This design comes from an exercise in tuning for small area and a short achievable clock period on the open sky130 flow, not from production work. Where RTL was checked, it was by simulation tests only, not by an equivalence proof against the original. Power and IR drop assume default switching activity.

==> inputs of job 6439 <==
==> flow/design.v (excerpt) <==
module filter
  #(
    parameter WIDTH = 32,
    parameter MWIDTH = 1,
    parameter FLTLEN = 8,
    parameter ID = 123
    )
   (
    input wire                   clk,
    input wire                   rst_n,
    input wire [WIDTH-1:0]       in_data,
    input wire                   in_nd,
    input wire [MWIDTH-1:0]      in_m,
    input wire [32-1:0]  in_msg,
    input wire                   in_msg_nd,
    output wire [WIDTH-1:0]      out_data,
    output wire                  out_nd,
    output wire [MWIDTH-1:0]     out_m,
    output wire                  error
    );
==> module filter, before the edit <==
module filter
  #(
    parameter WIDTH = 32,
    parameter MWIDTH = 1,
    parameter FLTLEN = 8,
    parameter ID = 123
    )
   (
    input wire                   clk,
    input wire                   rst_n,
    input wire [WIDTH-1:0]       in_data,
    input wire                   in_nd,
    input wire [MWIDTH-1:0]      in_m,
    input wire [32-1:0]  in_msg,
    input wire                   in_msg_nd,
    output wire [WIDTH-1:0]      out_data,
    output wire                  out_nd,
    output wire [MWIDTH-1:0]     out_m,
    output wire                  error
    );
   integer j;
   reg [1:0] g;
   always @(posedge clk)
     if (!rst_n)
       g <= 2'd0;
     else
       g <= g + 2'd1;
   wire last = (g == 2'd3);
   reg [2:0]   which_pos;
   reg         setting_taps;
   reg         tap_set_error;
   assign error = tap_set_error;
   wire hdr    = in_msg[32-1];
   wire our_id = (in_msg[16:7] == ID);
   always @(posedge clk)
     if (!rst_n) begin
        setting_taps <= 1'b0;
        tap_set_error <= 1'b0;
     end else if (in_msg_nd) begin
        if (hdr) begin
           if (setting_taps)
             tap_set_error <= 1'b1;
           if (our_id) begin
              which_pos <= 3'd0;
              setting_taps <= 1'b1;
           end
        end else if (setting_taps) begin
           if (which_pos == 3'd7) begin
              which_pos <= 3'd0;
              setting_taps <= 1'b0;
           end else
             which_pos <= which_pos + 3'd1;
        end
     end
   reg [15:0]  tr [0:7];
   reg [7:0]   tv;
   wire [2:0]  wslot = which_pos - {g, 1'b0} - 3'd2;
   wire        twr = in_msg_nd & setting_taps;
   reg [15:0]  tr_d [0:7];
   reg [7:0]   tv_d;
   always @* begin
      for (j = 0; j < 8; j = j + 1) begin
         tr_d[j] = (twr && wslot == j) ? in_msg[15:0] : tr[(j+2)%8];
         tv_d[j] = rst_n & ((twr && wslot == j) | tv[(j+2)%8]);
      end
   end
   always @(posedge clk)
     for (j = 0; j < 8; j = j + 1)
       tr[j] <= tr_d[j];
   always @(posedge clk)
     tv <= tv_d;
   reg [31:0]  inbuf;
   reg         mbuf;
   reg         pending;
   always @(posedge clk)
     if (in_nd) begin
        inbuf <= in_data;
        mbuf <= in_m;
     end
   always @(posedge clk)
     if (!rst_n)
       pending <= 1'b0;
     else
       pending <= in_nd | (pending & ~last);
   wire ins = pending & last;
   reg [31:0]  hr [0:7];
   reg [7:0]   hv;
   always @(posedge clk)
     if (ins) begin
        hr[0] <= inbuf;
        for (j = 1; j < 8; j = j + 1)
          hr[j] <= hr[(j+1)%8];
     end else
       for (j = 0; j < 8; j = j + 1)
         hr[j] <= hr[(j+2)%8];
   wire [7:0]  hv_d = !rst_n ? 8'd0 :
                      ins ? ({hv[0], hv[7:1]} | 8'd1) : {hv[1:0], hv[7:2]};
   always @(posedge clk)
     hv <= hv_d;
   reg [6:0]   q;
   always @(posedge clk)
     if (!rst_n)
       q <= 7'd0;
     else
       q <= {q[5:0], ins};
   assign out_nd = q[6];
   reg mframe, mout;
   always @(posedge clk)
     if (last) begin
        mout <= mframe;
        if (pending)
          mframe <= mbuf;
     end
   assign out_m = mout;
   wire [15:0] ta_d = tr[2] & {16{tv[2] & hv_d[0]}};
   wire [15:0] tb_d = tr[3] & {16{tv[3] & hv_d[1]}};
   wire [23:0] da_d, db_d;
   recode rca (.y(ta_d), .d(da_d));
   recode rcb (.y(tb_d), .d(db_d));
   reg [23:0]  da, db;
   always @(posedge clk) begin
      da <= da_d;
      db <= db_d;
   end
   localparam K = 8;             
   localparam W = 14 - K;
   wire [15:0]  ra0, ra1, rb0, rb1, ia0, ia1, ib0, ib1;
   wire         rag, rbg, iag, ibg;
   wire [W-1:0] ral0, ral1, rbl0, rbl1, ial0, ial1, ibl0, ibl1;
   multiply mra (.x(hr[0][31:16]), .d(da), .z0(ra0), .z1(ra1), .zg(rag), .zl0(ral0), .zl1(ral1));
   multiply mrb (.x(hr[1][31:16]), .d(db), .z0(rb0), .z1(rb1), .zg(rbg), .zl0(rbl0), .zl1(rbl1));
   multiply mia (.x(hr[0][15:0]),  .d(da), .z0(ia0), .z1(ia1), .zg(iag), .zl0(ial0), .zl1(ial1));
   multiply mib (.x(hr[1][15:0]),  .d(db), .z0(ib0), .z1(ib1), .zg(ibg), .zl0(ibl0), .zl1(ibl1));
   reg [15:0]  pra0, pra1, prb0, prb1, pia0, pia1, pib0, pib1;
   reg         prag, prbg, piag, pibg;
   reg [W-1:0] pral0, pral1, prbl0, prbl1, pial0, pial1, pibl0, pibl1;
   always @(posedge clk) begin
      pra0 <= ra0; pra1 <= ra1; prag <= rag; pral0 <= ral0; pral1 <= ral1;
      prb0 <= rb0; prb1 <= rb1; prbg <= rbg; prbl0 <= rbl0; prbl1 <= rbl1;
      pia0 <= ia0; pia1 <= ia1; piag <= iag; pial0 <= ial0; pial1 <= ial1;
      pib0 <= ib0; pib1 <= ib1; pibg <= ibg; pibl0 <= ibl0; pibl1 <= ibl1;
   end
   wire [15:0] acc_re, acc_im;
   summult sre (.clk(clk), .first(q[1]),
                .a0(pra0), .a1(pra1), .ag(prag), .al0(pral0), .al1(pral1),
                .b0(prb0), .b1(prb1), .bg(prbg), .bl0(prbl0), .bl1(prbl1),
                .sum(acc_re));
   summult sim (.clk(clk), .first(q[1]),
                .a0(pia0), .a1(pia1), .ag(piag), .al0(pial0), .al1(pial1),
                .b0(pib0), .b1(pib1), .bg(pibg), .bl0(pibl0), .bl1(pibl1),
                .sum(acc_im));
   assign out_data = {acc_re, acc_im};
endmodule
clock: 10.0 ns
lec_check: 0
cap_margin: 20
core_margin: 2
core_utilization: 40
slew_margin: 20
standard.sh (not shown) runs the stock make flow with config.mk's settings and CLKGATE_MAP_FILE= SYNTH_SCRIPT=/design/flow/synth_recipe.tcl, a recipe that flattens the netlist after the stock synthesis.
==> flow/flow/run.sh <==
#!/bin/bash
# The standard layout with two changes in how it is made:
#  - after the standard synthesis, flow/fapol.py chooses the polarity of each
#    full-adder cell so that fewer inverters are needed (registers and their
#    names are untouched; the netlist computes the same function);
#  - timing repair aims past the 10 ns constraint, and the ports are buffered
#    with buf_2 cells.
# Each step's output goes to a log file of its own here (and ORFS's own logs
# stay under orfs/logs/).
set -euo pipefail
R=orfs/results/sky130hd/filter/base
bash standard.sh synth > make_synth.log 2>&1
cp $R/1_2_yosys.v $R/1_2_yosys_std.v
python3 flow/fapol.py $R/1_2_yosys_std.v $R/1_2_yosys.v > fapol.log 2>&1
rm -f $R/1_synth.odb
bash standard.sh SETUP_SLACK_MARGIN=6.7 "BUFFER_PORTS_ARGS=-buffer_cell sky130_fd_sc_hd__buf_2" finish > make_finish.log 2>&1
Other scripts of this flow, unchanged in this note and not shown: flow/flow/fapol.py
==> job 3895 (differences from job 6439) <==
--- a/flow/design.v
+++ b/flow/design.v
@@ -603,15 +603,19 @@
      else
        pending <= in_nd | (pending & ~last);
-   wire ins = pending & last;
+   reg ins, ins_n;
+   wire ins_d = rst_n & (g == 2'd2) & (in_nd | pending);
+   always @(posedge clk) begin
+      ins <= ins_d;
+      ins_n <= ~ins_d;
+   end
    reg [31:0]  hr [0:7];
    reg [7:0]   hv;
-   always @(posedge clk)
-     if (ins) begin
-        hr[0] <= inbuf;
-        for (j = 1; j < 8; j = j + 1)
-          hr[j] <= hr[(j+1)%8];
-     end else
-       for (j = 0; j < 8; j = j + 1)
-         hr[j] <= hr[(j+2)%8];
+   always @(posedge clk) begin
+      hr[0] <= ins ? inbuf : hr[2];
+      for (j = 1; j < 4; j = j + 1)
+        hr[j] <= ins ? hr[j+1] : hr[j+2];
+      for (j = 4; j < 8; j = j + 1)
+        hr[j] <= !ins_n ? hr[(j+1)%8] : hr[(j+2)%8];
+   end
    wire [7:0]  hv_d = !rst_n ? 8'd0 :
                       ins ? ({hv[0], hv[7:1]} | 8'd1) : {hv[1:0], hv[7:2]};
@@ -625,4 +629,7 @@
        q <= {q[5:0], ins};
    assign out_nd = q[6];
+   reg first_n;
+   always @(posedge clk)
+     first_n <= ~(rst_n & q[0]);
    reg mframe, mout;
    always @(posedge clk)
@@ -638,8 +645,10 @@
    recode rca (.y(ta_d), .d(da_d));
    recode rcb (.y(tb_d), .d(db_d));
-   reg [23:0]  da, db;
+   reg [23:0]  da, db, da_n, db_n;
    always @(posedge clk) begin
       da <= da_d;
       db <= db_d;
+      da_n <= ~da_d;
+      db_n <= ~db_d;
    end
    localparam K = 8;             
@@ -650,6 +659,6 @@
    multiply mra (.x(hr[0][31:16]), .d(da), .z0(ra0), .z1(ra1), .zg(rag), .zl0(ral0), .zl1(ral1));
    multiply mrb (.x(hr[1][31:16]), .d(db), .z0(rb0), .z1(rb1), .zg(rbg), .zl0(rbl0), .zl1(rbl1));
-   multiply mia (.x(hr[0][15:0]),  .d(da), .z0(ia0), .z1(ia1), .zg(iag), .zl0(ial0), .zl1(ial1));
-   multiply mib (.x(hr[1][15:0]),  .d(db), .z0(ib0), .z1(ib1), .zg(ibg), .zl0(ibl0), .zl1(ibl1));
+   multiply mia (.x(hr[0][15:0]),  .d(~da_n), .z0(ia0), .z1(ia1), .zg(iag), .zl0(ial0), .zl1(ial1));
+   multiply mib (.x(hr[1][15:0]),  .d(~db_n), .z0(ib0), .z1(ib1), .zg(ibg), .zl0(ibl0), .zl1(ibl1));
    reg [15:0]  pra0, pra1, prb0, prb1, pia0, pia1, pib0, pib1;
    reg         prag, prbg, piag, pibg;
@@ -666,5 +675,5 @@
                 .b0(prb0), .b1(prb1), .bg(prbg), .bl0(prbl0), .bl1(prbl1),
                 .sum(acc_re));
-   summult sim (.clk(clk), .first(q[1]),
+   summult sim (.clk(clk), .first(~first_n),
                 .a0(pia0), .a1(pia1), .ag(piag), .al0(pial0), .al1(pial1),
                 .b0(pib0), .b1(pib1), .bg(pibg), .bl0(pibl0), .bl1(pibl1),
CTS_BUF_LIST = sky130_fd_sc_hd__clkbuf_8 sky130_fd_sc_hd__clkbuf_16   (was unset)
CTS_CLUSTER_DIAMETER = 100   (was unset)
CTS_CLUSTER_SIZE = 20   (was unset)
==> flow_summary.toml <==
[min_path]
hp-start = "hr[2][4]"

[routing]
drt_iter0_drc = 2829

[critical_path]
crit_buf_inv = 2
cp.depth = 11

[power]
seqPwrFrac_pct = 44.8
seq-power_mw = 3.78
p_clk_mw = 3.23

[timing]
slew_headroom_pct = 28.8
hold_ws_ns = 0.417

[final_layout]
diodes = 0
clock_area_share_pct = 5.71

[outcome]
status = "complete, no violations"
the above is filed under job 6439

==> flow_summary.toml <==
[power]
seqPwrFrac_pct = 51.4
p_clk_mw = 2.12

[min_path]
hp-start = "mframe"

[critical_path]
crit_buf_inv = 1
cp.depth = 12

[timing]
hold_ws_ns = 0.425
slew_headroom_pct = 39.5

[final_layout]
diodes = 1

[outcome]
status = "complete, no violations"
the above is filed under job 3895

Function not checked in job 3895: the RTL went through the layout flow alone.

---

==> job 5823: inputs <==
filter, a different RTL version from the one above (not shown whole).
export LEC_CHECK = 0
export CAP_MARGIN = 20
export CORE_MARGIN = 2
export CORE_UTILIZATION = 40
export SLEW_MARGIN = 20
create_clock -name core_clock -period 10.0 [get_ports {clk}]
==> flow/flow/run.sh <==
#!/bin/bash
# Standard layout, with timing repair aiming past the 10 ns constraint and
# regular buffers on the ports. Each tool's log stays under orfs/logs/.
set -euo pipefail
bash standard.sh SETUP_SLACK_MARGIN=6.5 "BUFFER_PORTS_ARGS=-buffer_cell sky130_fd_sc_hd__buf_2" finish > make_finish.log 2>&1
==> job 9934: changes against job 5823 <==
==> flow/run.sh (new file) <==
#!/bin/bash
# synth_recipe.tcl (not shown) runs the flow's synth.tcl, then flattens the netlist and writes it again
# the make line also repeats each setting of config.mk as NAME=value (left out here)
make -C /OpenROAD-flow-scripts/flow DESIGN_CONFIG=/design/flow/config.mk WORK_HOME=/design/flow/orfs CLKGATE_MAP_FILE= SYNTH_SCRIPT=/design/flow/synth_recipe.tcl finish
- ABC_CLOCK_PERIOD_IN_PS: not set -> 3000
- GPL_TIMING_DRIVEN: not set -> 0
removed: flow/flow/run.sh
removed: flow/standard.sh
==> comparison table <==
item                                                                                job 9934                 job 5823
Reported clock group power                                                           2730 µW                  2770 µW
Multi-input combinational cell area                                                26400 µm²                27600 µm²
Layout non-clock buf frac                                                              4.81%                    7.86%
Final-layout clock-cell area share                                                     5.06%                    4.84%
Share of final-layout standard cells stronger than drive strength 1                    5.66%                    20.3%
Last weighted congestion value of the routability-driven placer                         1.00                    0.849
Outcome                                                              complete, no violations  complete, no violations
RSZ-0062 raised after global routing                                                   false                     true
Relative area change from synthesis to final layout                                    11.7%                    19.1%
Worst Reg2Reg Path Length in Cells                                                        15                       14
Finished Layout Cells                                                                   6173                     6089
Critical Path Stages                                                                      15                       14
Signal buffers                                                                           471                      382
Routed metal-1 wirelength                                                           63300 µm                 54600 µm
DR WL met2                                                                          65000 µm                 57800 µm
Wire length of the first global-routing pass                                       220000 µm                201000 µm
Leakage dissipation                                                                0.0200 µW                0.0216 µW
Placed wire-length estimate                                                        115000 µm                 76200 µm
Count of placed standard cells including taps                                           6040                     5734
Share of the final layout cell area in sequential cells                                28.2%                    26.8%
Clock buffers created by TritonCTS                                                        71                       73
Met2 Resource Use GR                                                                   41.0%                    36.0%
Largest net degree at the start of global routing                                         21                      104
Router iterations before antenna repair                                                    7                        6

==> afterwards: timing with drivers on the ports <==
The flow's constraints put no driver on any port. The routed layouts listed below were extracted and timed again, unchanged, in two steps. Step 1: set_driving_cell puts a clkbuf_16 on clk and a buf_2 on each other input, an assumption about the parent block. Step 2 moves the port delays by t, midway between the first and last clock arrival at a register: inputs arrive t later, outputs are due t later. That takes back most of the time a late clock gives input paths. Slacks: ideal ports / drivers / drivers and shift; pairs: ideal ports / drivers.
run | shift t [ns] | setup WS [ns] | slew at the worst register clock pin (ns)
job 6439 | 0.734 | 6.747 / 6.735 / 6.277 | 0.07 / 0.07
job 3895 | 0.736 | 6.727 / 6.679 / 6.243 | 0.09 / 0.09
job 5823 | 0.706 | 6.164 / 6.164 / 5.952 | 0.07 / 0.07
job 9934 | 0.710 | 4.520 / 4.520 / 4.520 | 0.07 / 0.07
After both steps setup and hold are still met in every run listed. For job 3895, which loses most, drivers alone change the setup slack by -0.048 ns; drivers and shift together by -0.484 ns.
